Background: an optimization exercise with open tools, aiming at small area, a short achievable clock period and few clock cycles. Do not read the settings as production practice.
Function was checked by simulation only, so behaviour that the tests miss may differ from the original.
Power and IR drop assume default switching activity.

==> flow/design.v, too long to show whole: its modules and the start of the top module <==
// module reg_file: 27 lines
// module bcd_adder: 43 lines
// module bcd_9s_complementor: 13 lines
// module bcd_comparator: 11 lines
// module bcd_left_shifter: 13 lines
// module bcd_right_shifter: 13 lines
// module bcd_alu: 80 lines
// module bcdu_controller: 202 lines
// module bcdu: 144 lines
// module input_interpreter: 216 lines
// module output_formatter: 140 lines
// module add_sub_seq: 139 lines
// module mul_seq: 125 lines
// module div_seq: 208 lines
// module calc_core: 308 lines
// module rpn_calc: 24 lines
module rpn_calc (
    input wire                   i_clk,           
    input wire                   i_rst,           
    input wire                   i_valid,         
    input wire  [5-1:0] i_symbol,        
    output wire [5-1:0] o_symbol,        
    output wire                  o_symbol_valid,  
    output wire                  o_ready          
);
  // ...
==> flow/run.sh <==
#!/bin/bash
# synth_recipe.tcl (not shown) runs the flow's synth.tcl, then flattens the netlist and writes it again
# the make line also repeats each setting of config.mk as NAME=value (left out here)
make -C /OpenROAD-flow-scripts/flow DESIGN_CONFIG=/design/flow/config.mk WORK_HOME=/design/flow/orfs CLKGATE_MAP_FILE= SYNTH_SCRIPT=/design/flow/synth_recipe.tcl finish
==> flow/config.mk <==
export PLATFORM = sky130hd
export DESIGN_NAME = rpn_calc
export DESIGN_NICKNAME = rpn_calc
export VERILOG_FILES = /design/flow/design.v
export SDC_FILE = /design/flow/constraint.sdc
export NUM_CORES = 4
export LEC_CHECK = 0
export CAP_MARGIN = 20
export CORE_MARGIN = 2
export CORE_UTILIZATION = 40
export PLACE_DENSITY = 0.6
export SLEW_MARGIN = 20
==> flow/constraint.sdc <==
create_clock -name core_clock -period 9.0 [get_ports {i_clk}]
set_input_delay 1.8000 -clock core_clock [delete_from_list [all_inputs] [get_ports {i_clk}]]
set_output_delay 1.8000 -clock core_clock [all_outputs]
set_load 0.01 [all_outputs]
==> run notes, run 1 <==
outcome=timing/DRC/antenna clean; maximum clock rate=128 MHz; CTS Buf Count=132; Port Buffers=14; Hold Crit Start=u_calc_core.u_input_interpreter.r_got_sign; max reg flops=640; Psw=0.00625 W; Post-Layout Cell Count=between 10000 and 15000; pre-CTS WS=1200 ps; dpl cells=between 10000 and 15000; Row Count=approximately 160; placed cell area=0.0773 mm^2; Routed wire per std cell=approximately 32 um; met3 WL=44900 um; Top class by area=multi-input gates; Slew HR=10.4%; 1st-iter DRT viols=10100; final core utilization=44.1%; crit path time final=7840 ps; Top reg by flops=u_calc_core.bcdu_inst.u_reg_file.r_mem; top cell type by total area after synthesis=edfxtp_1; post-synthesis cell type count=102; worst clock skew=56.1 ps; HP Class=register to register; CP startpoint kind=register; setup tns final=0 ps; CTS Hold Bufs=0; Pwr Total=0.0171 W; Multi-input gate area=~0.042 mm^2; grt met3 use=10.7%; R2R cell count=22; top post-synthesis cells by area=edfxtp_1, dfxtp_1, mux2i_1, nor2_1, nand2_1; clock power share=33.0%; Fin. Hold Viols=0; fraction of standard cell area in multi-input logic=about half; RR Endpoint=u_calc_core.bcdu_inst.r_flags[0]; Post-Synth XOR/XNOR Area=between 1.5 and 2%; GPL Wtd Cong=1.09; Sink Count=1114; Power per Cell Area=209 mW/mm^2; most frequent cells in the layout=nor2_1, nand2_1, edfxtp_1, mux2i_1, a21oi_1
Testbench counts, summed over its fixed seeds: cycles 116,805.
==> module bcd_adder, before the edit <==
module bcd_adder #(
    parameter NUM_DIGITS = 4                 
)(
    input wire  [NUM_DIGITS*4-1:0] i_num_a,  
    input wire  [NUM_DIGITS*4-1:0] i_num_b,  
    input wire                     i_carry,  
    output wire [NUM_DIGITS*4-1:0] o_num,    
    output wire                    o_carry   
);
    wire [4:0] S [NUM_DIGITS-1:0];
    wire [NUM_DIGITS-1:0] G;
    wire [NUM_DIGITS-1:0] P;
    wire [NUM_DIGITS:0] C;
    assign C[0]    = i_carry;
    assign o_carry = C[NUM_DIGITS];
    genvar n, m;
    generate
        for (n = 0; n < NUM_DIGITS; n = n + 1) begin
            assign S[n] = (i_num_a[4*n+:4] + i_num_b[4*n+:4]);
            assign G[n] = (S[n] > 5'd9);
            assign P[n] = (S[n] == 5'd9);
        end
    endgenerate
    generate
        for (n = 0; n < NUM_DIGITS; n = n + 1) begin
            reg [n:0] and_terms;
            for (m = 0; m <= n; m = m + 1) begin
                always @* begin
                    if (m == n) and_terms[m] = (&P[n:0] & C[0]);
                    else        and_terms[m] = (&P[n:n-m] & G[n-m-1]);
                end
            end
            assign C[n+1] = (|and_terms | G[n]);
        end
    endgenerate
    generate
        for (n = 0; n < NUM_DIGITS; n = n + 1) begin
            wire       correct = (G[n] | P[n] & C[n]);
            wire [4:0] result  = (S[n] + {2'b0, {2{correct}}, C[n]});
            assign o_num[4*n+:4] = result[3:0];
        end
    endgenerate
endmodule
==> module input_interpreter, before the edit <==
module input_interpreter #(
    parameter NUM_DIGITS  = 4,   
    parameter STACK_DEPTH = 7    
)(
    input wire                   i_clk,                  
    input wire                   i_rst,                  
    input wire                   i_valid,                
    input wire  [5-1:0] i_symbol,               
    input wire             [3:0] i_stack_ptr,            
    input wire                   i_operation_done,       
    output wire                  o_bcdu_instr_valid,     
    output wire           [15:0] o_bcdu_instr,           
    output wire                  o_loopback_en,          
    output wire [5-1:0] o_loopback_symbol,      
    output wire                  o_print_start,          
    output wire                  o_add_start,            
    output wire                  o_sub_start,            
    output wire                  o_mul_start,            
    output wire                  o_div_start,            
    output wire                  o_comma_inc,            
    output wire                  o_comma_clr,            
    output wire                  o_sign_set,             
    output wire                  o_sign_clr,             
    output reg             [3:0] o_stack_ptr_next,       
    output wire                  o_ready                 
);
    localparam DIGIT_CNT_WIDTH = $clog2(NUM_DIGITS / 2 + 1);
    reg [5-1:0] r_symbol_buf, n_symbol_buf;
    reg [DIGIT_CNT_WIDTH-1:0] r_digit_cnt, n_digit_cnt;
    reg r_got_comma, n_got_comma;
    reg r_got_sign, n_got_sign;
    reg r_got_operator, n_got_operator;
    reg r_got_last_num, n_got_last_num;
    reg r_clr, n_clr;
    reg r_internal_rst, n_internal_rst;
    reg        r_bcdu_instr_valid, n_bcdu_instr_valid;
    reg [15:0] r_bcdu_instr, n_bcdu_instr;
    assign o_bcdu_instr_valid = r_bcdu_instr_valid;
    assign o_bcdu_instr       = r_bcdu_instr;
    reg                  r_loopback_en, n_loopback_en;
    reg [5-1:0] r_loopback_symbol, n_loopback_symbol;
    assign o_loopback_en     = r_loopback_en;
    assign o_loopback_symbol = r_loopback_symbol;
    reg r_print_start, n_print_start;
    reg r_add_start, n_add_start;
    reg r_sub_start, n_sub_start;
    reg r_mul_start, n_mul_start;
    reg r_div_start, n_div_start;
    assign o_print_start = r_print_start;
    assign o_add_start   = r_add_start;
    assign o_sub_start   = r_sub_start;
    assign o_mul_start   = r_mul_start;
    assign o_div_start   = r_div_start;
    reg r_comma_inc, n_comma_inc;
    reg r_comma_clr, n_comma_clr;
    reg r_sign_set, n_sign_set;
    reg r_sign_clr, n_sign_clr;
    reg r_ready, n_ready;
    assign o_comma_inc     = r_comma_inc;
    assign o_comma_clr     = r_comma_clr;
    assign o_sign_set      = r_sign_set;
    assign o_sign_clr      = r_sign_clr;
    assign o_ready         = r_ready;
    always @* begin
        n_symbol_buf   = r_symbol_buf;
        n_digit_cnt    = r_digit_cnt;
        n_got_comma    = r_got_comma;
        n_got_sign     = r_got_sign;
        n_got_operator = 1'b0;
        n_got_last_num = r_got_last_num;
        n_clr          = r_clr;
        n_internal_rst = 1'b0;
        n_bcdu_instr_valid = 1'b0;
        n_bcdu_instr       = {4'h0, 12'b0};
        n_loopback_en     = 1'b0;
        n_loopback_symbol = 5'h00;
        n_print_start = 1'b0;
        n_add_start   = 1'b0;
        n_sub_start   = 1'b0;
        n_mul_start   = 1'b0;
        n_div_start   = 1'b0;
        n_comma_inc = 1'b0;
        n_comma_clr = 1'b0;
        n_sign_set  = 1'b0;
        n_sign_clr  = 1'b0;
        n_ready     = r_ready;
        o_stack_ptr_next = i_stack_ptr;
        n_internal_rst = 1'b0;
        if (i_operation_done) n_ready = 1'b1;
        if (r_clr) begin
            if (r_loopback_symbol == 5'h0D) begin
                n_loopback_en     = 1'b1;
                n_loopback_symbol = 5'h0A;
            end
            if (i_stack_ptr == 0) n_internal_rst = 1'b1;
            else                  o_stack_ptr_next = (i_stack_ptr - 1);
            n_comma_clr = 1'b1;
            n_sign_clr  = 1'b1;
            n_bcdu_instr_valid = 1'b1;
            n_bcdu_instr       = {4'h6, i_stack_ptr, 8'b0};
        end
        if (i_valid && r_ready) begin
            if ((i_symbol >= 5'h10) && (i_symbol <= 5'h19) && (r_symbol_buf != 5'h0D) && (i_stack_ptr != STACK_DEPTH)) begin
                if (r_digit_cnt < (NUM_DIGITS / 2)) begin
                    n_digit_cnt = (r_digit_cnt + 1);
                    n_bcdu_instr_valid = 1'b1;
                    n_bcdu_instr       = {4'h1, i_stack_ptr, 2'b11, {6-5{1'b0}}, i_symbol};
                    n_loopback_en     = 1'b1;
                    n_loopback_symbol = i_symbol;
                    if (r_got_comma) n_comma_inc = 1'b1;
                    if ((r_symbol_buf == 5'h1D) && !r_got_sign) begin
                        n_got_sign = 1'b1;
                        n_sign_set = 1'b1;
                    end
                    n_symbol_buf = i_symbol;
                end
            end else if ((i_symbol == 5'h1C) && !r_got_comma) begin
                n_got_comma = 1'b1;
                n_loopback_en     = 1'b1;
                n_loopback_symbol = i_symbol;
                if ((r_symbol_buf == 5'h1D) && !r_got_sign) begin
                    n_got_sign = 1'b1;
                    n_sign_set = 1'b1;
                end
                n_symbol_buf = i_symbol;
            end else if (((i_symbol == 5'h1B) || (i_symbol == 5'h1D)) && ((r_symbol_buf == 5'h00) || (r_symbol_buf == 5'h02))) begin
                n_loopback_en     = 1'b1;
                n_loopback_symbol = i_symbol;
                n_symbol_buf = i_symbol;
            end else if (((i_symbol == 5'h1A) || (i_symbol == 5'h1F)) && (r_symbol_buf == 5'h02)) begin
                n_loopback_en     = 1'b1;
                n_loopback_symbol = i_symbol;
                n_symbol_buf = i_symbol;
            end else if ((i_symbol == 5'h02) && (r_symbol_buf != 5'h02) && (r_symbol_buf != 5'h00)) begin
                if (i_stack_ptr != (STACK_DEPTH - 1)) begin
                    n_digit_cnt = 0;
                    n_got_comma = 1'b0;
                    n_got_sign  = 1'b0;
                end
                n_loopback_en     = 1'b1;
                n_loopback_symbol = i_symbol;
                if ((((r_symbol_buf >= 5'h10) && (r_symbol_buf <= 5'h19)) || (r_symbol_buf == 5'h0D)) && (i_stack_ptr != STACK_DEPTH)) o_stack_ptr_next = (i_stack_ptr + 1);
                if (((r_symbol_buf == 5'h1B) || (r_symbol_buf == 5'h1D) || (r_symbol_buf == 5'h1A) || (r_symbol_buf == 5'h1F)) && (i_stack_ptr > 1)) begin
                    n_add_start = (r_symbol_buf == 5'h1B);
                    n_sub_start = (r_symbol_buf == 5'h1D);
                    n_mul_start = (r_symbol_buf == 5'h1A);
                    n_div_start = (r_symbol_buf == 5'h1F);
                    n_ready     = 1'b0;
                    if (i_stack_ptr != 0) o_stack_ptr_next = (i_stack_ptr - 1);
                end
                n_symbol_buf = i_symbol;
            end else if ((i_symbol == 5'h0D) && (r_symbol_buf == 5'h02)) begin
                n_loopback_en     = 1'b1;
                n_loopback_symbol = i_symbol;
                n_print_start = 1'b1;
                n_ready = 1'b0;
                o_stack_ptr_next = (i_stack_ptr - 1);
                n_symbol_buf = i_symbol;
            end else if (i_symbol == 5'h07) begin
                n_loopback_en     = 1'b1;
                n_loopback_symbol = 5'h0D;
                n_clr = 1'b1;
                n_ready = 1'b0;
            end
        end
    end
    always @(posedge i_clk) begin
        if (i_rst || r_internal_rst) begin
            r_symbol_buf   <= 5'h00;
            r_digit_cnt    <= 0;
            r_got_comma    <= 1'b0;
            r_got_sign     <= 1'b0;
            r_got_operator <= 1'b0;
            r_got_last_num <= 1'b0;
            r_clr          <= 1'b0;
            r_internal_rst <= 1'b0;
            r_bcdu_instr_valid <= 1'b0;
            r_bcdu_instr       <= {4'h0, 12'b0};
            r_loopback_en     <= 1'b0;
            r_loopback_symbol <= 5'h00;
            r_print_start <= 1'b0;
            r_add_start   <= 1'b0;
            r_sub_start   <= 1'b0;
            r_mul_start   <= 1'b0;
            r_div_start   <= 1'b0;
            r_comma_inc <= 1'b0;
            r_comma_clr <= 1'b0;
            r_sign_set  <= 1'b0;
            r_sign_clr  <= 1'b0;
            r_ready     <= 1'b1;
        end else begin
            r_symbol_buf   <= n_symbol_buf;
            r_digit_cnt    <= n_digit_cnt;
            r_got_comma    <= n_got_comma;
            r_got_sign     <= n_got_sign;
            r_got_operator <= n_got_operator;
            r_got_last_num <= n_got_last_num;
            r_clr          <= n_clr;
            r_internal_rst <= n_internal_rst;
            r_bcdu_instr_valid <= n_bcdu_instr_valid;
            r_bcdu_instr       <= n_bcdu_instr;
            r_loopback_en     <= n_loopback_en;
            r_loopback_symbol <= n_loopback_symbol;
            r_print_start <= n_print_start;
            r_add_start   <= n_add_start;
            r_sub_start   <= n_sub_start;
            r_mul_start   <= n_mul_start;
            r_div_start   <= n_div_start;
            r_comma_inc <= n_comma_inc;
            r_comma_clr <= n_comma_clr;
            r_sign_set  <= n_sign_set;
            r_sign_clr  <= n_sign_clr;
            r_ready     <= n_ready;
        end
    end
endmodule
==> inputs of run 2 (changes only) <==
==> flow/design.v (replaced) <==
`timescale 1ns / 1ps
module bcd_adder #(
    parameter NUM_DIGITS = 4                 
)(
    input wire  [NUM_DIGITS*4-1:0] i_num_a,  
    input wire  [NUM_DIGITS*4-1:0] i_num_b,  
    input wire                     i_carry,  
    output wire [NUM_DIGITS*4-1:0] o_num,    
    output wire                    o_carry   
);
    localparam N      = NUM_DIGITS;
    localparam LEVELS = $clog2(N + 1);
    wire [4*N-1:0] s0, s1;    
    wire [N-1:0]   g0, p0;    
    genvar i, l;
    generate
        for (i = 0; i < N; i = i + 1) begin : g_digit
            wire [4:0] t0 = i_num_a[4*i+:4] + i_num_b[4*i+:4];
            wire [4:0] t1 = t0 + 5'd1;
            assign g0[i] = (t0 > 5'd9);
            assign p0[i] = (t0 == 5'd9);
            assign s0[4*i+:4] = (t0 > 5'd9) ? (t0[3:0] + 4'd6) : t0[3:0];
            assign s1[4*i+:4] = (t1 > 5'd9) ? (t1[3:0] + 4'd6) : t1[3:0];
        end
    endgenerate
    wire [(N+1)*(LEVELS+1)-1:0] G, P;
    assign G[N:0] = {g0, i_carry};
    assign P[N:0] = {p0, 1'b0};
    generate
        for (l = 0; l < LEVELS; l = l + 1) begin : g_level
            for (i = 0; i <= N; i = i + 1) begin : g_pos
                if (i >= (1 << l)) begin : g_comb
                    assign G[(l+1)*(N+1)+i] = G[l*(N+1)+i] | (P[l*(N+1)+i] & G[l*(N+1)+i-(1<<l)]);
                    assign P[(l+1)*(N+1)+i] = P[l*(N+1)+i] & P[l*(N+1)+i-(1<<l)];
                end else begin : g_pass
                    assign G[(l+1)*(N+1)+i] = G[l*(N+1)+i];
                    assign P[(l+1)*(N+1)+i] = P[l*(N+1)+i];
                end
            end
        end
    endgenerate
    wire [N:0] c = G[LEVELS*(N+1)+:(N+1)];
    generate
        for (i = 0; i < N; i = i + 1) begin : g_sum
            assign o_num[4*i+:4] = c[i] ? s1[4*i+:4] : s0[4*i+:4];
        end
    endgenerate
    assign o_carry = c[N];
endmodule
`timescale 1ns / 1ps
module bcd_double #(
    parameter NUM_DIGITS = 4
)(
    input wire  [NUM_DIGITS*4-1:0] i_num,
    output wire [NUM_DIGITS*4+3:0] o_num
);
    function [2:0] dbl_hi;
        input [3:0] d;
        case (d)
            4'd0, 4'd5: dbl_hi = 3'd0;
            4'd1, 4'd6: dbl_hi = 3'd1;
            4'd2, 4'd7: dbl_hi = 3'd2;
            4'd3, 4'd8: dbl_hi = 3'd3;
            4'd4, 4'd9: dbl_hi = 3'd4;
            default:    dbl_hi = 3'd0;
        endcase
    endfunction
    function dbl_carry;
        input [3:0] d;
        dbl_carry = d[3] | (d[2] & (d[1] | d[0]));
    endfunction
    genvar n;
    generate
        for (n = 0; n <= NUM_DIGITS; n = n + 1) begin : g_digit
            wire [3:0] cur = (n < NUM_DIGITS) ? i_num[4*n+:4] : 4'd0;
            wire [3:0] low = (n > 0) ? i_num[4*n-4+:4] : 4'd0;
            assign o_num[4*n+:4] = {dbl_hi(cur), dbl_carry(low)};
        end
    endgenerate
endmodule
module bcd_times5 #(
    parameter NUM_DIGITS = 4
)(
    input wire  [NUM_DIGITS*4-1:0] i_num,
    output wire [NUM_DIGITS*4+3:0] o_num
);
    function [3:0] x5_digit;
        input [2:0] lh;         
        input       odd;
        case ({odd, lh})
            4'b0_000: x5_digit = 4'd0;
            4'b0_001: x5_digit = 4'd1;
            4'b0_010: x5_digit = 4'd2;
            4'b0_011: x5_digit = 4'd3;
            4'b0_100: x5_digit = 4'd4;
            4'b1_000: x5_digit = 4'd5;
            4'b1_001: x5_digit = 4'd6;
            4'b1_010: x5_digit = 4'd7;
            4'b1_011: x5_digit = 4'd8;
            4'b1_100: x5_digit = 4'd9;
            default:  x5_digit = 4'd0;
        endcase
    endfunction
    genvar n;
    generate
        for (n = 0; n <= NUM_DIGITS; n = n + 1) begin : g_digit
            wire [3:0] cur = (n < NUM_DIGITS) ? i_num[4*n+:4] : 4'd0;
            wire [3:0] low = (n > 0) ? i_num[4*n-4+:4] : 4'd0;
            assign o_num[4*n+:4] = x5_digit(low[3:1], cur[0]);
        end
    endgenerate
endmodule
`timescale 1ns / 1ps
module input_interpreter #(
    parameter NUM_DIGITS  = 4,   
    parameter STACK_DEPTH = 7    
)(
    input wire                   i_clk,                  
    input wire                   i_rst,                  
    input wire                   i_valid,                
    input wire  [5-1:0] i_symbol,               
    input wire             [3:0] i_stack_ptr,            
    input wire                   i_operation_done,       
    output wire                  o_bcdu_instr_valid,     
    output wire           [15:0] o_bcdu_instr,           
    output wire                  o_loopback_en,          
    output wire [5-1:0] o_loopback_symbol,      
    output wire                  o_print_start,          
    output wire                  o_add_start,            
    output wire                  o_sub_start,            
    output wire                  o_mul_start,            
    output wire                  o_div_start,            
    output wire                  o_op_accept,            
    output wire                  o_op_sub,               
    output wire                  o_op_mul,               
    output wire                  o_op_div,               
    output wire                  o_comma_inc,            
    output wire                  o_comma_clr,            
    output wire                  o_sign_set,             
    output wire                  o_sign_clr,             
    output reg             [3:0] o_stack_ptr_next,       
    output wire                  o_ready                 
);
    localparam DIGIT_CNT_WIDTH = $clog2(NUM_DIGITS / 2 + 1);
    reg [5-1:0] r_symbol_buf, n_symbol_buf;
    reg [DIGIT_CNT_WIDTH-1:0] r_digit_cnt, n_digit_cnt;
    reg r_got_comma, n_got_comma;
    reg r_got_sign, n_got_sign;
    reg r_got_operator, n_got_operator;
    reg r_got_last_num, n_got_last_num;
    reg r_clr, n_clr;
    reg r_internal_rst, n_internal_rst;
    reg        r_bcdu_instr_valid, n_bcdu_instr_valid;
    reg [15:0] r_bcdu_instr, n_bcdu_instr;
    assign o_bcdu_instr_valid = r_bcdu_instr_valid;
    assign o_bcdu_instr       = r_bcdu_instr;
    reg                  r_loopback_en, n_loopback_en;
    reg [5-1:0] r_loopback_symbol, n_loopback_symbol;
    assign o_loopback_en     = r_loopback_en;
    assign o_loopback_symbol = r_loopback_symbol;
    reg r_print_start, n_print_start;
    reg r_add_start, n_add_start;
    reg r_sub_start, n_sub_start;
    reg r_mul_start, n_mul_start;
    reg r_div_start, n_div_start;
    assign o_print_start = r_print_start;
    assign o_add_start   = r_add_start;
    assign o_sub_start   = r_sub_start;
    assign o_mul_start   = r_mul_start;
    assign o_div_start   = r_div_start;
    assign o_op_accept   = n_add_start | n_sub_start | n_mul_start | n_div_start;
    assign o_op_sub      = n_sub_start;
    assign o_op_mul      = n_mul_start;
    assign o_op_div      = n_div_start;
    reg r_comma_inc, n_comma_inc;
    reg r_comma_clr, n_comma_clr;
    reg r_sign_set, n_sign_set;
    reg r_sign_clr, n_sign_clr;
    reg r_ready, n_ready;
    assign o_comma_inc     = r_comma_inc;
    assign o_comma_clr     = r_comma_clr;
    assign o_sign_set      = r_sign_set;
    assign o_sign_clr      = r_sign_clr;
    assign o_ready         = r_ready;
    always @* begin
        n_symbol_buf   = r_symbol_buf;
        n_digit_cnt    = r_digit_cnt;
        n_got_comma    = r_got_comma;
        n_got_sign     = r_got_sign;
        n_got_operator = 1'b0;
        n_got_last_num = r_got_last_num;
        n_clr          = r_clr;
        n_internal_rst = 1'b0;
        n_bcdu_instr_valid = 1'b0;
        n_bcdu_instr       = {4'h0, 12'b0};
        n_loopback_en     = 1'b0;
        n_loopback_symbol = 5'h00;
        n_print_start = 1'b0;
        n_add_start   = 1'b0;
        n_sub_start   = 1'b0;
        n_mul_start   = 1'b0;
        n_div_start   = 1'b0;
        n_comma_inc = 1'b0;
        n_comma_clr = 1'b0;
        n_sign_set  = 1'b0;
        n_sign_clr  = 1'b0;
        n_ready     = r_ready;
        o_stack_ptr_next = i_stack_ptr;
        n_internal_rst = 1'b0;
        if (i_operation_done) n_ready = 1'b1;
        if (r_clr) begin
            if (r_loopback_symbol == 5'h0D) begin
                n_loopback_en     = 1'b1;
                n_loopback_symbol = 5'h0A;
            end
            if (i_stack_ptr == 0) begin
                n_symbol_buf   = 5'h00;
                n_digit_cnt    = 0;
                n_got_comma    = 1'b0;
                n_got_sign     = 1'b0;
                n_got_last_num = 1'b0;
                n_clr          = 1'b0;
                n_ready        = 1'b1;
            end else begin
                o_stack_ptr_next = (i_stack_ptr - 1);
            end
            n_comma_clr = 1'b1;
            n_sign_clr  = 1'b1;
            n_bcdu_instr_valid = 1'b1;
            n_bcdu_instr       = {4'h6, i_stack_ptr, 8'b0};
        end
        if (i_valid && r_ready) begin
            if ((i_symbol >= 5'h10) && (i_symbol <= 5'h19) && (r_symbol_buf != 5'h0D) && (i_stack_ptr != STACK_DEPTH)) begin
                if (r_digit_cnt < (NUM_DIGITS / 2)) begin
                    n_digit_cnt = (r_digit_cnt + 1);
                    n_bcdu_instr_valid = 1'b1;
                    n_bcdu_instr       = {4'h1, i_stack_ptr, 2'b11, {6-5{1'b0}}, i_symbol};
                    n_loopback_en     = 1'b1;
                    n_loopback_symbol = i_symbol;
                    if (r_got_comma) n_comma_inc = 1'b1;
                    if ((r_symbol_buf == 5'h1D) && !r_got_sign) begin
                        n_got_sign = 1'b1;
                        n_sign_set = 1'b1;
                    end
                    n_symbol_buf = i_symbol;
                end
            end else if ((i_symbol == 5'h1C) && !r_got_comma) begin
                n_got_comma = 1'b1;
                n_loopback_en     = 1'b1;
                n_loopback_symbol = i_symbol;
                if ((r_symbol_buf == 5'h1D) && !r_got_sign) begin
                    n_got_sign = 1'b1;
                    n_sign_set = 1'b1;
                end
                n_symbol_buf = i_symbol;
            end else if (((i_symbol == 5'h1B) || (i_symbol == 5'h1D)) && ((r_symbol_buf == 5'h00) || (r_symbol_buf == 5'h02))) begin
                n_loopback_en     = 1'b1;
                n_loopback_symbol = i_symbol;
                n_symbol_buf = i_symbol;
            end else if (((i_symbol == 5'h1A) || (i_symbol == 5'h1F)) && (r_symbol_buf == 5'h02)) begin
                n_loopback_en     = 1'b1;
                n_loopback_symbol = i_symbol;
                n_symbol_buf = i_symbol;
            end else if ((i_symbol == 5'h02) && (r_symbol_buf != 5'h02) && (r_symbol_buf != 5'h00)) begin
                if (i_stack_ptr != (STACK_DEPTH - 1)) begin
                    n_digit_cnt = 0;
                    n_got_comma = 1'b0;
                    n_got_sign  = 1'b0;
                end
                n_loopback_en     = 1'b1;
                n_loopback_symbol = i_symbol;
                if ((((r_symbol_buf >= 5'h10) && (r_symbol_buf <= 5'h19)) || (r_symbol_buf == 5'h0D)) && (i_stack_ptr != STACK_DEPTH)) o_stack_ptr_next = (i_stack_ptr + 1);
                if (((r_symbol_buf == 5'h1B) || (r_symbol_buf == 5'h1D) || (r_symbol_buf == 5'h1A) || (r_symbol_buf == 5'h1F)) && (i_stack_ptr > 1)) begin
                    n_add_start = (r_symbol_buf == 5'h1B);
                    n_sub_start = (r_symbol_buf == 5'h1D);
                    n_mul_start = (r_symbol_buf == 5'h1A);
                    n_div_start = (r_symbol_buf == 5'h1F);
                    n_ready     = 1'b0;
                    if (i_stack_ptr != 0) o_stack_ptr_next = (i_stack_ptr - 1);
                end
                n_symbol_buf = i_symbol;
            end else if ((i_symbol == 5'h0D) && (r_symbol_buf == 5'h02)) begin
                n_loopback_en     = 1'b1;
                n_loopback_symbol = i_symbol;
                n_print_start = 1'b1;
                n_ready = 1'b0;
                o_stack_ptr_next = (i_stack_ptr - 1);
                n_symbol_buf = i_symbol;
            end else if (i_symbol == 5'h07) begin
                n_loopback_en     = 1'b1;
                n_loopback_symbol = 5'h0D;
                n_clr = 1'b1;
                n_ready = 1'b0;
            end
        end
    end
    always @(posedge i_clk) begin
        if (i_rst || r_internal_rst) begin
            r_symbol_buf   <= 5'h00;
            r_digit_cnt    <= 0;
            r_got_comma    <= 1'b0;
            r_got_sign     <= 1'b0;
            r_got_operator <= 1'b0;
            r_got_last_num <= 1'b0;
            r_clr          <= 1'b0;
            r_internal_rst <= 1'b0;
            r_bcdu_instr_valid <= 1'b0;
            r_bcdu_instr       <= {4'h0, 12'b0};
            r_loopback_en     <= 1'b0;
            r_loopback_symbol <= 5'h00;
            r_print_start <= 1'b0;
            r_add_start   <= 1'b0;
            r_sub_start   <= 1'b0;
            r_mul_start   <= 1'b0;
            r_div_start   <= 1'b0;
            r_comma_inc <= 1'b0;
            r_comma_clr <= 1'b0;
            r_sign_set  <= 1'b0;
            r_sign_clr  <= 1'b0;
            r_ready     <= 1'b1;
        end else begin
            r_symbol_buf   <= n_symbol_buf;
            r_digit_cnt    <= n_digit_cnt;
            r_got_comma    <= n_got_comma;
            r_got_sign     <= n_got_sign;
            r_got_operator <= n_got_operator;
            r_got_last_num <= n_got_last_num;
            r_clr          <= n_clr;
            r_internal_rst <= n_internal_rst;
            r_bcdu_instr_valid <= n_bcdu_instr_valid;
            r_bcdu_instr       <= n_bcdu_instr;
            r_loopback_en     <= n_loopback_en;
            r_loopback_symbol <= n_loopback_symbol;
            r_print_start <= n_print_start;
            r_add_start   <= n_add_start;
            r_sub_start   <= n_sub_start;
            r_mul_start   <= n_mul_start;
            r_div_start   <= n_div_start;
            r_comma_inc <= n_comma_inc;
            r_comma_clr <= n_comma_clr;
            r_sign_set  <= n_sign_set;
            r_sign_clr  <= n_sign_clr;
            r_ready     <= n_ready;
        end
    end
endmodule
`timescale 1ns / 1ps
module output_formatter #(
    parameter NUM_DIGITS      = 4,  
    parameter COMMA_POS_WIDTH = 2   
)(
    input wire                       i_clk,                  
    input wire                       i_rst,                  
    input wire                       i_loopback_en,          
    input wire      [5-1:0] i_loopback_symbol,      
    input wire                       i_stream_start,         
    input wire                       i_sign,                 
    input wire [COMMA_POS_WIDTH-1:0] i_comma,                
    input wire  [NUM_DIGITS*4-1:0]   i_num,                  
    output wire     [5-1:0] o_symbol,               
    output wire                      o_symbol_valid,         
    output wire                      o_stream_done           
);
    localparam STATE_LOOPBACK = 3'd0,
               STATE_NEW_LINE = 3'd1,
               STATE_SIGN     = 3'd2,
               STATE_DIGITS   = 3'd3,
               STATE_DONE     = 3'd4;
    localparam IDX_WIDTH = $clog2(NUM_DIGITS);
    reg [2:0]           state_reg, state_next;
    reg [IDX_WIDTH-1:0] idx_reg, idx_next;
    reg got_msd_reg, got_msd_next;
    reg got_comma_reg, got_comma_next;
    reg zero_left_reg, zero_left_next;
    reg [5-1:0] symbol_buf_reg, symbol_buf_next;
    reg [5-1:0] symbol_out_reg, symbol_out_next;
    reg                  symbol_out_valid_reg, symbol_out_valid_next;
    assign o_symbol       = symbol_out_reg;
    assign o_symbol_valid = symbol_out_valid_reg;
    assign o_stream_done  = (state_reg != STATE_LOOPBACK) && (state_reg != STATE_DONE) && (state_next == STATE_DONE);
    wire [NUM_DIGITS-1:0] nz;           
    wire [NUM_DIGITS-1:0] low_zero;     
    wire [NUM_DIGITS-1:0] first_cand;   
    genvar n;
    generate
        for (n = 0; n < NUM_DIGITS; n = n + 1) begin : g_digit
            assign nz[n]         = |i_num[4*n+:4];
            assign low_zero[n]   = ~|i_num[4*n+3:0];
            assign first_cand[n] = nz[n] | (i_comma == n) | ((i_comma != 0) && (i_comma - 1'b1 == n));
        end
    endgenerate
    reg [IDX_WIDTH-1:0] start_idx;
    integer k;
    always @* begin
        start_idx = 0;
        for (k = 0; k < NUM_DIGITS; k = k + 1)
            if (first_cand[k]) start_idx = k;
    end
    wire       any_cand = |first_cand;
    wire [3:0] digit     = i_num[4*idx_reg+:4];
    wire       zero_left = low_zero[idx_reg];
    wire [5-1:0] digit_sym = {1'b1, digit};
    always @* begin
        state_next            = state_reg;
        idx_next              = idx_reg;
        got_msd_next          = got_msd_reg;
        got_comma_next        = got_comma_reg;
        zero_left_next        = zero_left_reg;
        symbol_buf_next       = symbol_buf_reg;
        symbol_out_next       = symbol_out_reg;
        symbol_out_valid_next = 1'b0;
        case (state_reg)
            STATE_LOOPBACK: begin
                got_msd_next   = 1'b0;
                got_comma_next = 1'b0;
                zero_left_next = 1'b0;
                if (i_loopback_en) begin
                    symbol_out_next       = i_loopback_symbol;
                    symbol_out_valid_next = 1'b1;
                end
                if (i_stream_start) state_next = STATE_NEW_LINE;
            end
            STATE_NEW_LINE: begin
                symbol_out_next       = 5'h0A;
                symbol_out_valid_next = 1'b1;
                idx_next              = start_idx;
                if (i_sign)         state_next = STATE_SIGN;
                else if (any_cand)  state_next = STATE_DIGITS;
                else                state_next = STATE_DONE;
            end
            STATE_SIGN: begin
                symbol_out_next       = 5'h1D;
                symbol_out_valid_next = 1'b1;
                state_next = any_cand ? STATE_DIGITS : STATE_DONE;
            end
            STATE_DIGITS: begin
                idx_next       = idx_reg - 1'b1;
                zero_left_next = zero_left_reg | zero_left;
                if ((digit != 4'd0) || (i_comma == idx_reg)) got_msd_next = 1'b1;
                if ((i_comma != 0) && ((i_comma - 1'b1) == idx_reg)) begin
                    got_comma_next = 1'b1;
                    symbol_buf_next = digit_sym;
                    symbol_out_next = 5'h1C;
                    if (!zero_left) symbol_out_valid_next = 1'b1;
                end else if (got_msd_next) begin
                    symbol_out_valid_next = 1'b1;
                    if (got_comma_reg) begin
                        symbol_buf_next = digit_sym;
                        symbol_out_next = symbol_buf_reg;
                    end else begin
                        symbol_out_next = digit_sym;
                    end
                end
                if ((idx_reg == 0) || (got_comma_next && zero_left)) state_next = STATE_DONE;
            end
            STATE_DONE: begin
                state_next = STATE_LOOPBACK;
                if (got_comma_reg && !zero_left_reg) begin
                    symbol_out_next       = symbol_buf_reg;
                    symbol_out_valid_next = 1'b1;
                end
            end
            default: state_next = STATE_LOOPBACK;
        endcase
    end
    always @(posedge i_clk) begin
        if (i_rst) begin
            state_reg            <= STATE_LOOPBACK;
            idx_reg              <= 0;
            got_msd_reg          <= 1'b0;
            got_comma_reg        <= 1'b0;
            zero_left_reg        <= 1'b0;
            symbol_buf_reg       <= 5'h00;
            symbol_out_reg       <= 5'h00;
            symbol_out_valid_reg <= 1'b0;
        end else begin
            state_reg            <= state_next;
            idx_reg              <= idx_next;
            got_msd_reg          <= got_msd_next;
            got_comma_reg        <= got_comma_next;
            zero_left_reg        <= zero_left_next;
            symbol_buf_reg       <= symbol_buf_next;
            symbol_out_reg       <= symbol_out_next;
            symbol_out_valid_reg <= symbol_out_valid_next;
        end
    end
endmodule
`timescale 1ns / 1ps
module calc_core #(
    parameter NUM_DIGITS  = 4,   
    parameter STACK_DEPTH = 7    
)(
    input wire                   i_clk,           
    input wire                   i_rst,           
    input wire                   i_valid,         
    input wire  [5-1:0] i_symbol,        
    output wire [5-1:0] o_symbol,        
    output wire                  o_symbol_valid,  
    output wire                  o_ready          
);
    localparam CW = $clog2(NUM_DIGITS);           
    localparam AW = $clog2(STACK_DEPTH);          
    localparam W  = NUM_DIGITS * 4;               
    localparam IW = $clog2(NUM_DIGITS);           
    localparam [AW-1:0] ACC_ADDR = STACK_DEPTH;        
    localparam [AW-1:0] QUO_ADDR = STACK_DEPTH + 1;    
    reg  [3:0] stack_ptr_reg;
    wire [3:0] stack_ptr_next;
    wire [3:0] stack_ptr      = stack_ptr_reg;
    wire [3:0] prev_stack_ptr = ((stack_ptr_reg == 0) ? 4'd0 : (stack_ptr_reg - 4'd1));
    wire [2:0] stack_ptr_m1   = stack_ptr_reg[2:0] - 3'd1;
    wire [2:0] stack_ptr_m2   = stack_ptr_reg[2:0] - 3'd2;
    always @(posedge i_clk) begin
        if (i_rst) stack_ptr_reg <= 0;
        else       stack_ptr_reg <= stack_ptr_next;
    end
    reg [CW:0] sc_mem [0:(1<<AW)-1];
    wire [CW:0] sc_cur  = sc_mem[stack_ptr[AW-1:0]];
    wire [CW:0] sc_prev = sc_mem[prev_stack_ptr[AW-1:0]];
    wire          rd_sign       = sc_cur[CW];
    wire [CW-1:0] rd_comma      = sc_cur[CW-1:0];
    wire          rd_prev_sign  = sc_prev[CW];
    wire [CW-1:0] rd_prev_comma = sc_prev[CW-1:0];
    reg          sc_wr_en;
    reg [AW-1:0] sc_wr_addr;
    reg [CW:0]   sc_wr_data;
    integer m;
    always @(posedge i_clk) begin
        if (i_rst) begin
            for (m = 0; m < (1 << AW); m = m + 1) sc_mem[m] <= 0;
        end else if (sc_wr_en) begin
            sc_mem[sc_wr_addr] <= sc_wr_data;
        end
    end
    wire        inp_instr_valid;
    wire [15:0] inp_instr;
    wire                  loopback_en;
    wire [5-1:0] loopback_symbol;
    wire print_start;
    wire print_done;
    wire add_start;
    wire sub_start;
    wire mul_start;
    wire div_start;
    wire op_accept;      
    wire op_accept_sub;
    wire op_accept_mul;
    wire op_accept_div;
    wire comma_inc;
    wire comma_clr;
    wire sign_set;
    wire sign_clr;
    reg  eng_done;
    wire op_done = print_done | eng_done;
    input_interpreter #(
        .NUM_DIGITS(NUM_DIGITS),
        .STACK_DEPTH(STACK_DEPTH)
    ) u_input_interpreter (
        .i_clk(i_clk),
        .i_rst(i_rst),
        .i_valid(i_valid),
        .i_symbol(i_symbol),
        .i_stack_ptr(stack_ptr),
        .i_operation_done(op_done),
        .o_bcdu_instr_valid(inp_instr_valid),
        .o_bcdu_instr(inp_instr),
        .o_loopback_en(loopback_en),
        .o_loopback_symbol(loopback_symbol),
        .o_print_start(print_start),
        .o_add_start(add_start),
        .o_sub_start(sub_start),
        .o_mul_start(mul_start),
        .o_div_start(div_start),
        .o_op_accept(op_accept),
        .o_op_sub(op_accept_sub),
        .o_op_mul(op_accept_mul),
        .o_op_div(op_accept_div),
        .o_comma_inc(comma_inc),
        .o_comma_clr(comma_clr),
        .o_sign_set(sign_set),
        .o_sign_clr(sign_clr),
        .o_stack_ptr_next(stack_ptr_next),
        .o_ready(o_ready)
    );
    wire          inp_shl   = inp_instr_valid && (inp_instr[15:12] == 4'h1);
    wire          inp_clr   = inp_instr_valid && (inp_instr[15:12] == 4'h6);
    wire [AW-1:0] inp_addr  = inp_instr[8+:AW];
    wire [3:0]    inp_digit = inp_instr[3:0];
    localparam S_IDLE   = 5'd0,
               S_AS_LD  = 5'd1,
               S_AS_SHX = 5'd2,
               S_AS_SHA = 5'd3,
               S_AS_CMP = 5'd4,
               S_AS_RES = 5'd5,
               S_MU_FIX = 5'd6,
               S_MU_LD  = 5'd7,
               S_MU_CHK = 5'd8,
               S_MU_DIG = 5'd9,
               S_MU_D2  = 5'd10,
               S_MU_MOV = 5'd11,
               S_DV_LD  = 5'd12,
               S_DV_CHK = 5'd13,
               S_DV_DIG = 5'd14,
               S_DV_T4  = 5'd15,
               S_DV_T2  = 5'd16,
               S_DV_T1  = 5'd17,
               S_DV_ET  = 5'd18,
               S_DV_FIN = 5'd19;
    reg [4:0] state, state_next;
    reg       r_busy;             
    reg  [W-1:0] r_num [0:(1<<AW)-1];
    reg  [AW-1:0] r_rpa, n_rpa;      
    wire [AW-1:0] rp_addr = r_rpa;
    wire [W-1:0]  rp      = r_num[rp_addr];
    reg           wb_en;
    reg  [AW-1:0] wb_addr;
    reg  [W-1:0]  wb_data;
    reg           acc_en;
    reg  [W-1:0]  acc_data;
    reg           quo_en;
    reg  [W-1:0]  quo_data;
    wire [W-1:0] wb_data_g = wb_data & {W{~i_rst}};
    genvar gi;
    generate
        for (gi = 0; gi < (1 << AW); gi = gi + 1) begin : g_row
            wire          row_wb = wb_en && (wb_addr == gi);
            wire          own_en = (gi == ACC_ADDR) ? acc_en : ((gi == QUO_ADDR) ? quo_en : 1'b0);
            wire [W-1:0]  own_d  = (gi == ACC_ADDR) ? acc_data : quo_data;
            wire          en     = i_rst | own_en | row_wb;
            wire [W-1:0]  d      = own_en ? (own_d & {W{~i_rst}}) : wb_data_g;
            always @(posedge i_clk) begin
                if (en) r_num[gi] <= d;
            end
        end
    endgenerate
    wire [W-1:0] acc = r_num[ACC_ADDR];
    wire [W-1:0] quo = r_num[QUO_ADDR];
    wire [NUM_DIGITS-1:0] rp_nz;
    generate
        for (gi = 0; gi < NUM_DIGITS; gi = gi + 1) begin : g_nz
            assign rp_nz[gi] = |rp[4*gi+:4];
        end
    endgenerate
    wire rp_zero = ~|rp_nz;
    reg [IW-1:0] rp_top;    
    integer k;
    always @* begin
        rp_top = 0;
        for (k = 0; k < NUM_DIGITS; k = k + 1)
            if (rp_nz[k]) rp_top = k;
    end
    reg [W-1:0] x_reg, x_next;
    wire [W+3:0] x1 = {4'd0, x_next};
    wire [W+3:0] x2, x4, x8, x5;
    wire [W+7:0] x4w, x8w;
    bcd_double #(.NUM_DIGITS(NUM_DIGITS))     u_dbl1 (.i_num(x_next), .o_num(x2));
    bcd_double #(.NUM_DIGITS(NUM_DIGITS + 1)) u_dbl2 (.i_num(x2),     .o_num(x4w));
    bcd_double #(.NUM_DIGITS(NUM_DIGITS + 1)) u_dbl3 (.i_num(x4),     .o_num(x8w));
    bcd_times5 #(.NUM_DIGITS(NUM_DIGITS))     u_x5   (.i_num(x_next), .o_num(x5));
    assign x4 = x4w[W+3:0];
    assign x8 = x8w[W+3:0];
    localparam Q_ZERO = 3'd0, Q_X1 = 3'd1, Q_X2 = 3'd2, Q_X4 = 3'd3, Q_X5 = 3'd4, Q_X8 = 3'd5;
    localparam P_RP = 2'd0, P_ACC = 2'd1, P_ACC_SH = 2'd2, P_ACC_SH0 = 2'd3;
    reg [1:0] r_psel, n_psel;
    reg       r_sub, n_sub;       
    reg       r_cin, n_cin;       
    reg [3:0] r_din, n_din;       
    reg [2:0] n_qsel;
    reg       n_late;             
    function [3:0] nines;
        input [3:0] d;
        nines = {~(d[3] | d[2] | d[1]), d[2] ^ d[1], d[1], ~d[0]};
    endfunction
    function [W+3:0] pick_multiple;
        input [2:0]   sel;
        input         ncp;
        input [W+3:0] m1, m2, m4, m5, m8;
        reg   [W+3:0] v;
        integer       j;
        begin
            case (sel)
                Q_X1:    v = m1;
                Q_X2:    v = m2;
                Q_X4:    v = m4;
                Q_X5:    v = m5;
                Q_X8:    v = m8;
                default: v = {(W+4){1'b0}};
            endcase
            if (ncp)
                for (j = 0; j <= NUM_DIGITS; j = j + 1) v[4*j+:4] = nines(v[4*j+:4]);
            pick_multiple = v;
        end
    endfunction
    wire [W+3:0] qop_main = pick_multiple(n_qsel,     n_sub, x1, x2, x4, x5, x8);
    wire [W+3:0] qop_alt  = pick_multiple(Q_X1,       1'b1,  x1, x2, x4, x5, x8);    
    reg  [W+3:0] r_qop;
    wire [W+3:0] add_b = r_qop;
    reg [W-1:0] p_val;
    always @* begin
        case (r_psel)
            P_ACC:    p_val = acc;
            P_ACC_SH: p_val = {acc[W-5:0], r_din};
            P_ACC_SH0: p_val = {acc[W-5:0], 4'd0};
            default:  p_val = rp;
        endcase
    end
    wire [W+3:0] sum_full;
    wire         cout;
    bcd_adder #(
        .NUM_DIGITS(NUM_DIGITS + 1)
    ) u_add (
        .i_num_a({4'd0, p_val}),
        .i_num_b(add_b),
        .i_carry(r_cin),
        .o_num(sum_full),
        .o_carry(cout)
    );
    wire [W-1:0] sum      = sum_full[W-1:0];
    wire         sum_zero = (sum == 0);
    wire         acc_zero = (acc == 0);
    wire [W-1:0] sum_ncp;
    generate
        for (gi = 0; gi < NUM_DIGITS; gi = gi + 1) begin : g_sncp
            assign sum_ncp[4*gi+:4] = nines(sum[4*gi+:4]);
        end
    endgenerate
    reg          r_op_sub, n_op_sub;
    reg          r_sa, n_sa, r_sb, n_sb;
    reg [CW-1:0] r_ca, n_ca, r_cb, n_cb;
    reg [AW-1:0] r_aa, n_aa, r_ab, n_ab;
    reg          r_gf, n_gf, r_ef, n_ef;
    reg [4:0]    r_k, n_k;
    reg [IW-1:0] r_idx, n_idx;
    reg          r_past, n_past;
    reg [5:0]    r_dcnt, n_dcnt;
    reg [4:0]    r_qcnt, n_qcnt;
    reg [3:0]    r_q, n_q;
    reg [2:0]    r_t2, n_t2;
    reg          r_xz, n_xz;
    reg          r_fixed, n_fixed;    
    wire          ca_gt_cb  = (r_ca > r_cb);
    wire [CW-1:0] c_diff    = ca_gt_cb ? (r_ca - r_cb) : (r_cb - r_ca);
    wire [4:0]    c_shift   = (c_diff > NUM_DIGITS) ? NUM_DIGITS : c_diff;
    wire          ld_gt     = (rd_prev_comma > rd_comma);
    wire [CW-1:0] ld_diff   = ld_gt ? (rd_prev_comma - rd_comma) : (rd_comma - rd_prev_comma);
    wire [4:0]    ld_shift  = (ld_diff > NUM_DIGITS) ? NUM_DIGITS : ld_diff;
    wire [IW-1:0] idx_dec       = r_idx - 1'b1;
    wire [3:0]    rp_digit      = rp[4*r_idx+:4];
    wire [3:0]    rp_digit_next = rp[4*idx_dec+:4];
    wire [3:0]    rp_digit_top  = rp[4*rp_top+:4];
    reg  [3:0] mul_d, mul_e, mul_n;
    reg  [2:0] mul_t1, mul_t2;
    always @* begin
        if (mul_e > 4'd2)                             mul_n = mul_e;
        else if ((mul_e != 4'd0) && (mul_d < 4'd2))   mul_n = 4'd1;
        else                                          mul_n = mul_d;
        case (mul_n)
            4'd1:    begin mul_t1 = Q_X1; mul_t2 = Q_ZERO; end
            4'd2:    begin mul_t1 = Q_X2; mul_t2 = Q_ZERO; end
            4'd3:    begin mul_t1 = Q_X2; mul_t2 = Q_X1;   end
            4'd4:    begin mul_t1 = Q_X4; mul_t2 = Q_ZERO; end
            4'd5:    begin mul_t1 = Q_X5; mul_t2 = Q_ZERO; end
            4'd6:    begin mul_t1 = Q_X5; mul_t2 = Q_X1;   end
            4'd7:    begin mul_t1 = Q_X5; mul_t2 = Q_X2;   end
            4'd8:    begin mul_t1 = Q_X8; mul_t2 = Q_ZERO; end
            4'd9:    begin mul_t1 = Q_X8; mul_t2 = Q_X1;   end
            default: begin mul_t1 = Q_ZERO; mul_t2 = Q_ZERO; end
        endcase
    end
    wire [3:0] acc_top  = acc[W-1-:4];
    wire       mul_mis  = !r_fixed && ((acc_top > 4'd2) ? (acc_top != r_din)
                                                         : ((acc_top != 4'd0) && (r_din == 4'd0)));
    wire          as_subtract = r_op_sub ^ r_sa ^ r_sb;
    wire          as_equal    = (rp == x_reg);
    wire [3:0]    q_final     = r_q | {3'b0, cout};
    wire [CW-1:0] div_comma   = r_dcnt - NUM_DIGITS + r_ca - r_cb;
    wire          div_exact   = acc_zero && (r_dcnt > NUM_DIGITS);
    wire going_idle = ((state == S_IDLE) && !op_accept) ||
                      (state == S_AS_RES) || (state == S_MU_MOV) || (state == S_DV_FIN);
    always @* begin
        state_next = state;
        n_op_sub = r_op_sub; n_sa = r_sa; n_sb = r_sb; n_ca = r_ca; n_cb = r_cb;
        n_aa   = r_aa;   n_ab = r_ab;
        n_gf   = r_gf;   n_ef = r_ef;
        n_k    = r_k;    n_idx = r_idx; n_past = r_past;
        n_dcnt = r_dcnt; n_qcnt = r_qcnt; n_q = r_q; n_t2 = r_t2; n_xz = r_xz; n_fixed = r_fixed;
        n_din  = r_din;
        n_rpa  = r_rpa;
        n_psel = P_RP;
        n_qsel = Q_ZERO;
        n_late = 1'b0;
        n_sub  = 1'b0;
        n_cin  = 1'b0;
        mul_d  = r_din;
        mul_e  = acc[W-1-:4];
        x_next = x_reg;
        wb_en    = 1'b0;
        wb_addr  = inp_addr;
        wb_data  = {rp[W-5:0], inp_digit};
        acc_en   = 1'b0;
        acc_data = sum;
        quo_en   = 1'b0;
        quo_data = {quo[W-5:0], q_final};
        eng_done = 1'b0;
        sc_wr_en   = 1'b0;
        sc_wr_addr = stack_ptr[AW-1:0];
        sc_wr_data = {rd_sign, rd_comma};
        if (comma_clr) begin
            sc_wr_en             = 1'b1;
            sc_wr_data[CW-1:0]   = 0;
        end else if (comma_inc) begin
            sc_wr_en             = 1'b1;
            sc_wr_data[CW-1:0]   = rd_comma + 1'b1;
        end
        if (sign_clr) begin
            sc_wr_en       = 1'b1;
            sc_wr_data[CW] = 1'b0;
        end else if (sign_set) begin
            sc_wr_en       = 1'b1;
            sc_wr_data[CW] = 1'b1;
        end
        case (state)
            S_IDLE: begin
                if (inp_shl) begin
                    wb_en = 1'b1;
                end else if (inp_clr) begin
                    wb_en   = 1'b1;
                    wb_data = 0;
                end
                n_op_sub = op_accept_sub;
                n_aa     = stack_ptr_m2;
                n_ab     = stack_ptr_m1;
                if (op_accept) begin
                    if (op_accept_mul) begin
                        state_next = S_MU_LD;
                        n_rpa      = stack_ptr_m2;
                    end else begin
                        state_next = op_accept_div ? S_DV_LD : S_AS_LD;
                        n_rpa      = stack_ptr_m1;
                    end
                end
            end
            S_AS_LD: begin
                n_sa = rd_prev_sign;  n_sb = rd_sign;
                n_ca = rd_prev_comma; n_cb = rd_comma;
                x_next  = rp;
                wb_en   = 1'b1;
                wb_addr = r_ab;
                wb_data = 0;
                sc_wr_en   = 1'b1;
                sc_wr_addr = r_ab;
                sc_wr_data = 0;
                n_k   = ld_shift;
                n_rpa = r_aa;
                if (ld_shift == 0) begin
                    state_next = S_AS_CMP;
                    n_qsel = Q_X1; n_sub = 1'b1; n_cin = 1'b1;
                end else if (ld_gt) begin
                    state_next = S_AS_SHX;
                end else begin
                    state_next = S_AS_SHA;
                end
            end
            S_AS_SHX: begin
                if (r_k >= 5'd4) begin
                    x_next = {x_reg[W-17:0], 16'd0};
                    n_k    = r_k - 5'd4;
                end else begin
                    x_next = {x_reg[W-5:0], 4'd0};
                    n_k    = r_k - 5'd1;
                end
                if (n_k == 5'd0) begin
                    state_next = S_AS_CMP;
                    n_qsel = Q_X1; n_sub = 1'b1; n_cin = 1'b1;
                end
            end
            S_AS_SHA: begin
                wb_en   = 1'b1;
                wb_addr = r_aa;
                if (r_k >= 5'd4) begin
                    wb_data = {rp[W-17:0], 16'd0};
                    n_k     = r_k - 5'd4;
                end else begin
                    wb_data = {rp[W-5:0], 4'd0};
                    n_k     = r_k - 5'd1;
                end
                if (n_k == 5'd0) begin
                    state_next = S_AS_CMP;
                    n_qsel = Q_X1; n_sub = 1'b1; n_cin = 1'b1;
                end
            end
            S_AS_CMP: begin
                n_gf = cout & ~as_equal;
                n_ef = as_equal;
                n_qsel = Q_X1;
                n_sub  = as_subtract;
                n_cin  = as_subtract & cout;
                eng_done   = 1'b1;      
                state_next = S_AS_RES;
            end
            S_AS_RES: begin
                wb_en   = 1'b1;
                wb_addr = r_aa;
                wb_data = (r_sub && !r_cin) ? sum_ncp : sum;
                sc_wr_en   = 1'b1;
                sc_wr_addr = r_aa;
                sc_wr_data = {~r_ef & ((r_gf & r_sa) | (~r_gf & (r_op_sub ^ r_sb))), (ca_gt_cb ? r_ca : r_cb)};
                state_next = S_IDLE;
            end
            S_MU_LD: begin
                n_sa = rd_prev_sign;  n_sb = rd_sign;
                n_ca = rd_prev_comma; n_cb = rd_comma;
                x_next   = (r_aa == ACC_ADDR) ? {W{1'b0}} : rp;
                acc_en   = 1'b1;
                acc_data = 0;
                sc_wr_en   = 1'b1;
                sc_wr_addr = r_ab;
                sc_wr_data = 0;
                n_rpa      = r_ab;
                state_next = S_MU_CHK;
            end
            S_MU_CHK: begin
                n_fixed = 1'b0;
                n_idx  = rp_top;
                n_din  = rp_digit_top;
                mul_d  = rp_digit_top;
                n_qsel = mul_t1;
                n_t2   = mul_t2;
                n_psel = P_ACC_SH0;
                if (rp_zero) begin
                    state_next = S_MU_MOV;
                    n_rpa      = ACC_ADDR;
                    n_psel     = P_RP;
                    n_qsel     = Q_ZERO;
                end else begin
                    state_next = S_MU_DIG;
                end
            end
            S_MU_FIX: begin
                mul_d      = r_din;
                mul_e      = acc_top;
                n_qsel     = mul_t1;
                n_t2       = mul_t2;
                n_psel     = P_ACC_SH0;
                n_fixed    = 1'b1;
                state_next = S_MU_DIG;
            end
            S_MU_DIG, S_MU_D2: begin
                acc_en = 1'b1;
                if ((state == S_MU_DIG) && mul_mis) begin
                    acc_en     = 1'b0;
                    state_next = S_MU_FIX;
                end else if ((state == S_MU_DIG) && (r_t2 != Q_ZERO)) begin
                    state_next = S_MU_D2;
                    n_psel     = P_ACC;
                    n_qsel     = r_t2;
                end else if (r_idx == 0) begin
                    wb_en      = 1'b1;
                    wb_addr    = r_ab;
                    wb_data    = 0;
                    state_next = S_MU_MOV;
                    n_rpa      = ACC_ADDR;
                    n_psel     = P_RP;
                    n_qsel     = Q_ZERO;
                end else begin
                    n_idx      = idx_dec;
                    n_din      = rp_digit_next;
                    mul_d      = rp_digit_next;
                    mul_e      = 4'd0;
                    n_qsel     = mul_t1;
                    n_t2       = mul_t2;
                    n_psel     = P_ACC_SH0;
                    n_fixed    = 1'b0;
                    state_next = S_MU_DIG;
                end
            end
            S_MU_MOV: begin
                wb_en   = 1'b1;
                wb_addr = r_aa;
                wb_data = sum;
                sc_wr_en   = 1'b1;
                sc_wr_addr = r_aa;
                sc_wr_data = {r_sa ^ r_sb, r_ca + r_cb};
                state_next = S_IDLE;
            end
            S_DV_LD: begin
                n_sa = rd_prev_sign;  n_sb = rd_sign;
                n_ca = rd_prev_comma; n_cb = rd_comma;
                x_next   = (r_ab == ACC_ADDR) ? {W{1'b0}} : rp;
                n_xz     = (r_ab == ACC_ADDR) | rp_zero;
                wb_en    = 1'b1;
                wb_addr  = r_ab;
                wb_data  = 0;
                acc_en   = 1'b1;
                acc_data = 0;
                quo_en   = 1'b1;
                quo_data = 0;
                sc_wr_en   = 1'b1;
                sc_wr_addr = r_ab;
                sc_wr_data = 0;
                n_rpa      = r_aa;
                state_next = S_DV_CHK;
            end
            S_DV_CHK: begin
                n_idx  = rp_top;
                n_din  = rp_digit_top;
                n_past = 1'b0;
                n_qcnt = 0;
                if (r_xz) begin
                    n_dcnt     = 6'd1;
                    state_next = S_DV_FIN;
                    n_rpa      = QUO_ADDR;
                end else if (rp_zero) begin
                    n_dcnt     = 6'd63;
                    state_next = S_DV_FIN;
                    n_rpa      = QUO_ADDR;
                end else begin
                    n_dcnt     = (NUM_DIGITS - 1) - rp_top;
                    state_next = S_DV_DIG;
                    n_psel     = P_ACC_SH;
                    n_qsel     = Q_X8;
                    n_sub      = 1'b1;
                    n_cin      = 1'b1;
                end
            end
            S_DV_DIG: begin
                if (div_exact) begin
                    state_next = S_DV_ET;
                    n_psel     = P_ACC;
                    n_qsel     = Q_X2;
                    n_sub      = 1'b1;
                    n_cin      = 1'b1;
                end else if (r_qcnt == NUM_DIGITS) begin
                    state_next = S_DV_FIN;
                    n_rpa      = QUO_ADDR;
                end else begin
                    acc_en   = 1'b1;
                    acc_data = cout ? sum : p_val;
                    n_dcnt   = r_dcnt + 1'b1;
                    n_idx    = idx_dec;
                    if (r_idx == 0) n_past = 1'b1;
                    n_psel = P_ACC;
                    n_sub  = 1'b1;
                    n_cin  = 1'b1;
                    n_qsel     = Q_X4;
                    n_late     = cout;
                    if (cout) begin
                        n_q        = 4'd8;
                        state_next = S_DV_T1;
                    end else begin
                        n_q        = 4'd0;
                        state_next = S_DV_T4;
                    end
                end
            end
            S_DV_T4: begin
                acc_en   = 1'b1;
                acc_data = cout ? sum : p_val;
                if (cout) n_q = r_q | 4'd4;
                state_next = S_DV_T2;
                n_psel = P_ACC; n_qsel = Q_X2; n_sub = 1'b1; n_cin = 1'b1;
                n_rpa  = r_aa;
            end
            S_DV_T2: begin
                acc_en   = 1'b1;
                acc_data = cout ? sum : p_val;
                if (cout) n_q = r_q | 4'd2;
                state_next = S_DV_T1;
                n_psel = P_ACC; n_qsel = Q_X1; n_sub = 1'b1; n_cin = 1'b1;
                n_rpa  = r_aa;
            end
            S_DV_T1: begin
                acc_en   = 1'b1;
                acc_data = cout ? sum : p_val;
                quo_en   = 1'b1;
                n_qcnt   = r_qcnt + 1'b1;
                n_din    = r_past ? 4'd0 : rp_digit;
                state_next = S_DV_DIG;
                n_psel = P_ACC_SH; n_qsel = Q_X8; n_sub = 1'b1; n_cin = 1'b1;
            end
            S_DV_ET: begin
                acc_en     = 1'b1;
                state_next = S_DV_FIN;
                n_rpa      = QUO_ADDR;
            end
            S_DV_FIN: begin
                wb_en   = 1'b1;
                wb_addr = r_aa;
                wb_data = sum;
                sc_wr_en   = 1'b1;
                sc_wr_addr = r_aa;
                sc_wr_data = (r_dcnt == 6'd63) ? {(CW+1){1'b0}} : {r_sa ^ r_sb, div_comma};
                state_next = S_IDLE;
            end
            default: state_next = S_IDLE;
        endcase
        if (going_idle) n_rpa = stack_ptr_next[AW-1:0];
        if ((state != S_IDLE) && (state != state_next) &&
            ((state_next == S_MU_MOV) || (state_next == S_DV_FIN)))
            eng_done = 1'b1;
    end
    always @(posedge i_clk) begin
        if (i_rst) begin
            state    <= S_IDLE;
            r_busy   <= 1'b0;
            r_rpa    <= 0;
            r_psel   <= P_RP;
            r_sub    <= 1'b0;
            r_cin    <= 1'b0;
            r_din    <= 0;
            r_qop    <= 0;
            r_op_sub <= 1'b0; r_sa <= 1'b0; r_sb <= 1'b0;
            r_ca     <= 0;    r_cb <= 0;
            r_aa     <= 0;    r_ab <= 0;
            r_gf     <= 1'b0; r_ef <= 1'b0;
            r_k      <= 0;    r_idx <= 0; r_past <= 1'b0;
            r_dcnt   <= 0;    r_qcnt <= 0; r_q <= 0; r_t2 <= 0; r_xz <= 1'b0; r_fixed <= 1'b0;
            x_reg    <= 0;
        end else begin
            state    <= state_next;
            r_busy   <= !going_idle;
            r_rpa    <= n_rpa;
            r_psel   <= n_psel;
            r_sub    <= n_sub;
            r_cin    <= n_cin;
            r_din    <= n_din;
            r_qop    <= n_late ? qop_alt : qop_main;
            r_op_sub <= n_op_sub; r_sa <= n_sa; r_sb <= n_sb;
            r_ca     <= n_ca;   r_cb <= n_cb;
            r_aa     <= n_aa;   r_ab <= n_ab;
            r_gf     <= n_gf;   r_ef <= n_ef;
            r_k      <= n_k;    r_idx <= n_idx; r_past <= n_past;
            r_dcnt   <= n_dcnt; r_qcnt <= n_qcnt; r_q <= n_q; r_t2 <= n_t2; r_xz <= n_xz; r_fixed <= n_fixed;
            x_reg    <= x_next;
        end
    end
    output_formatter #(
        .NUM_DIGITS(NUM_DIGITS),
        .COMMA_POS_WIDTH(CW)
    ) u_output_formatter (
        .i_clk(i_clk),
        .i_rst(i_rst),
        .i_loopback_en(loopback_en),
        .i_loopback_symbol(loopback_symbol),
        .i_stream_start(print_start),
        .i_sign(rd_sign),
        .i_comma(rd_comma),
        .i_num(rp),
        .o_symbol(o_symbol),
        .o_symbol_valid(o_symbol_valid),
        .o_stream_done(print_done)
    );
endmodule
`timescale 1ns / 1ps
module rpn_calc (
    input wire                   i_clk,           
    input wire                   i_rst,           
    input wire                   i_valid,         
    input wire  [5-1:0] i_symbol,        
    output wire [5-1:0] o_symbol,        
    output wire                  o_symbol_valid,  
    output wire                  o_ready          
);
    localparam NUM_DIGITS  = 20;
    localparam STACK_DEPTH = 6;
    calc_core #(
        .NUM_DIGITS(NUM_DIGITS),
        .STACK_DEPTH(STACK_DEPTH)
    ) u_calc_core (
        .i_clk(i_clk),
        .i_rst(i_rst),
        .i_valid(i_valid),
        .i_symbol(i_symbol),
        .o_symbol(o_symbol),
        .o_symbol_valid(o_symbol_valid),
        .o_ready(o_ready)
    );
endmodule
--- a/flow/config.mk
+++ b/flow/config.mk
@@ -4,9 +4,10 @@
 export VERILOG_FILES = /design/flow/design.v
 export SDC_FILE = /design/flow/constraint.sdc
 export NUM_CORES = 4
 export LEC_CHECK = 0
 export CAP_MARGIN = 20
 export CORE_MARGIN = 2
 export CORE_UTILIZATION = 40
 export PLACE_DENSITY = 0.6
+export SETUP_SLACK_MARGIN = 3
 export SLEW_MARGIN = 20
==> run notes, run 2 <==
outcome=timing/DRC/antenna clean (unchanged); Seq/Total Area, Yosys=33.5% (was 39.1%); Ys Warns=7 (was 12); Routed wire per std cell=31.4 um (was 32.1 um); GPL Wtd Cong=1.05 (was 1.09); largest family of logic cells by synthesized area=compound AO/OA/AOI/OAI gates (was simple AND/OR/NAND/NOR gates); CP required=9530 ps (was 9720 ps); first-pass GRT wire length=546000 um (was 483000 um); 1st-pass router iterations=12 (was 9); Sink Count=977 (was 1114); most frequent cells in the layout=nand2_1, nor2_1, edfxtp_1, a21oi_1, buf_4 (was nor2_1, nand2_1, edfxtp_1, mux2i_1, a21oi_1); top post-synthesis cells by area=edfxtp_1, dfxtp_1, ha_1, nand2_1, nor2_1 (was edfxtp_1, dfxtp_1, mux2i_1, nor2_1, nand2_1); Pwr Total=0.0134 W (was 0.0171 W); Storage cell area=0.0265 mm^2 (was 0.0292 mm^2); Crit Path Category=register to register (unchanged); Area Overhead vs Synth=23.0% (was 9.71%); CP startpoint kind=register (unchanged); clock latency on the worst-skew pair=800 ps (was 830 ps); LEAKAGE=35.0 nW (was 30.1 nW); H-tree depth=3 (was 4); Tot GR Track Use=36.9% (was 34.9%); Row Count=162 (was 158); fill cell count=18300 (was 18100); Worst-Margin Slew=1280 ps (was 1340 ps); adder-cell share of the synthesized area=6.36% (was 6.45%); max reg flops=640 (unchanged); pin count of the biggest net entering global routing=121 (was 113); RSZ-0062 raised after global routing=true (was false); Fin. Hold Viols=0 (unchanged); vias=83800 (was 69500); CTS Buf Count=109 (was 132); setup tns final=0 ps (unchanged); initial antenna violation count=30 (was 42); Total Wirelength=388000 um (was 343000 um); Worst Path Arrival=7640 ps (was 8560 ps); top cell type by total area after synthesis=edfxtp_1 (unchanged); Mapped Avg Cell Area=8.43 um^2 (was 8.93 um^2); CTS tree=done (unchanged); die area=0.201 mm^2 (was 0.190 mm^2); die height=448 um (was 436 um); CP top delay family=compound AO/OA/AOI/OAI gates (was simple AND/OR/NAND/NOR gates); final routed DRC violation total=0 (unchanged); Power per Cell Area=138 mW/mm^2 (was 209 mW/mm^2); post-DR vias/cell=6.79 (was 6.51); Post-Synth XOR/XNOR Area=4.38% (was 1.66%); maximum clock rate=141 MHz (was 128 MHz); Syn Nets=9740 (was 8721); max-slew violations=0 (unchanged); Bufs on Longest Clock Path=3 (unchanged); Crit. End Element=register (unchanged); HP Class=register to register (unchanged); Slew HR=14.5% (was 10.4%); Core ar.=0.195 mm^2 (was 0.185 mm^2); Multi-input gate area=0.0533 mm^2 (was 0.0419 mm^2); Max stage delay cell, worst path=dfxtp_4 (was nor4_1); crit path time final=7100 ps (was 7840 ps); CTS root buffer=clkbuf_16 (unchanged); area share of the leading cell type in the synthesized netlist=26.2% (was 27.7%); worst clock skew=81.1 ps (was 56.1 ps); Yosys reg bits=977 (was 1114); Cells after Synth=9353 (was 8358); Port Buffers=14 (unchanged); Cell Area, Synth=0.0789 mm^2 (was 0.0746 mm^2); final setup violating endpoints=0 (unchanged); Synth Area in Compound Gates=26.2% (was 15.3%); Synth async-reset ratio=0% (unchanged); final period utilization=78.9% (was 87.1%); post-layout net count=9998 (was 8450); antenna viol nets, final=0 (unchanged); 1st-iter DRT viols=13100 (was 10100); post-synthesis cell type count=123 (was 102)
[run 2: changes by cell type after synthesis, moves of 121 or more]
cell / previous run / this run
a21oi_1: 482 / 744
dfxtp_1: 426 / 289
mux2i_1: 517 / 253
nor2_1: 1256 / 1013
o21ai_0: 210 / 608
o22ai_1: 51 / 172
xnor2_1: 85 / 300
[run 2: routing by layer]
layer | wire (um) | track usage [%] | share of wire, % | vias up
li1 | - | - | - | 35600
met2 | 156000 | 51.9 | 40 | 6224
met3 | 54800 | 13.0 | 14 | 1524
met1 | 148000 | 48.4 | 38 | 40500
met5 | 238 | 0 | 0.061 | -
met4 | 28400 | 21.9 | 7.3 | 24
[run 2: cells by family after synthesis]
logic type | Yosys count
AND/OR/NAND/NOR | 3116
AO/OA/AOI/OAI | 3030
buffers and inverters | 1069
flip-flops | 977
XOR/XNOR | 394
adder cells (fa/ha/maj) | 386
multiplexers | 381
[run 2: stage by stage]
stage               instances  setup WS [ps]  cell area, um^2  util [%]  hold slack, ps
global placement        11700            505            84000      43.0             455
CTS                     12200           2000            94200      48.2             469
floorplan                9353           1720            79900         -             436
global route            12300           1780            97000      49.6             479
detailed placement      11700            445            84000      43.0             460
finish                  12400           1900            97000      49.6             473
[run 2: what timing repair did]
| action | CTS | global route |
|---|---|---|
| hold buffers | 0 | 0 |
| setup endpoints to repair | 864 | 941 |
| setup buffers | 284 | 113 |
| cloned | 27 | 3 |
| gates resized for setup | 691 | 342 |
| pin swaps | 176 | 145 |
[run 2: cell type report]
| cell class | instances | share of cell area (%) |
|---|---|---|
| multi-input combinational | 7314 | 54.9 |
| sequential | 977 | 27.3 |
| timing repair buffer | 882 | 9.08 |
| tap | 2624 | 3.38 |
| clock buffer | 116 | 2.84 |
| inverter | 327 | 1.30 |
| clock inverter | 89 | 1.11 |
| antenna | 21 | 0.0542 |
[run 2: worst paths after layout]
kind	start	to	slack [ps]	cells after the start
max	u_calc_core.r_rpa[0]	u_calc_core.r_num[6][26]	1900	35
min	u_calc_core.u_input_interpreter.r_got_sign	u_calc_core.u_input_interpreter.r_got_sign	470	2
max reg2reg	u_calc_core.r_rpa[0]	u_calc_core.r_num[6][26]	1900	35
min reg2reg	u_calc_core.u_input_interpreter.r_got_sign	u_calc_core.u_input_interpreter.r_got_sign	470	2
[run 2: power by group]
group	switching, W	internal [W]
combinational	0.00202	0.00120
sequential	0.000173	0.00511
clock	0.00213	0.00272
[run 2: tightest hold or removal path: stages, from the launching register on]
cell     delay (ps)
dfxtp_1         310
nand2_1          50
o22ai_1          60
Testbench counts of run 2, summed over its fixed seeds: cycles 36,894.

-- re-timing with driven ports --
In the flow no input, the clock included, has a driving cell. The finished layouts below were timed again as built, in two steps.
Step 1 sets driving cells, clkbuf_16 on the clock port and buf_2 on the other inputs (assumed; they add their load-dependent delay and slew).
Step 2, shift: input delay + t, output delay - t, t = (earliest + latest rising clock arrival at the registers) / 2. This alone moves slack from input paths to output paths.
Three values: no drivers, after step 1, after step 2; two values: the first two.
run	t (ns)	setup WS [ns]	hold slack, ns	worst setup path after step 2
run 1	0.891	1.161 / 1.161 / 1.161	0.416 / 0.416 / 0.416	register to register
run 2	0.848	1.897 / 1.897 / 1.897	0.473 / 0.473 / 0.473	register to register
After both steps setup and hold are still met in every run listed.
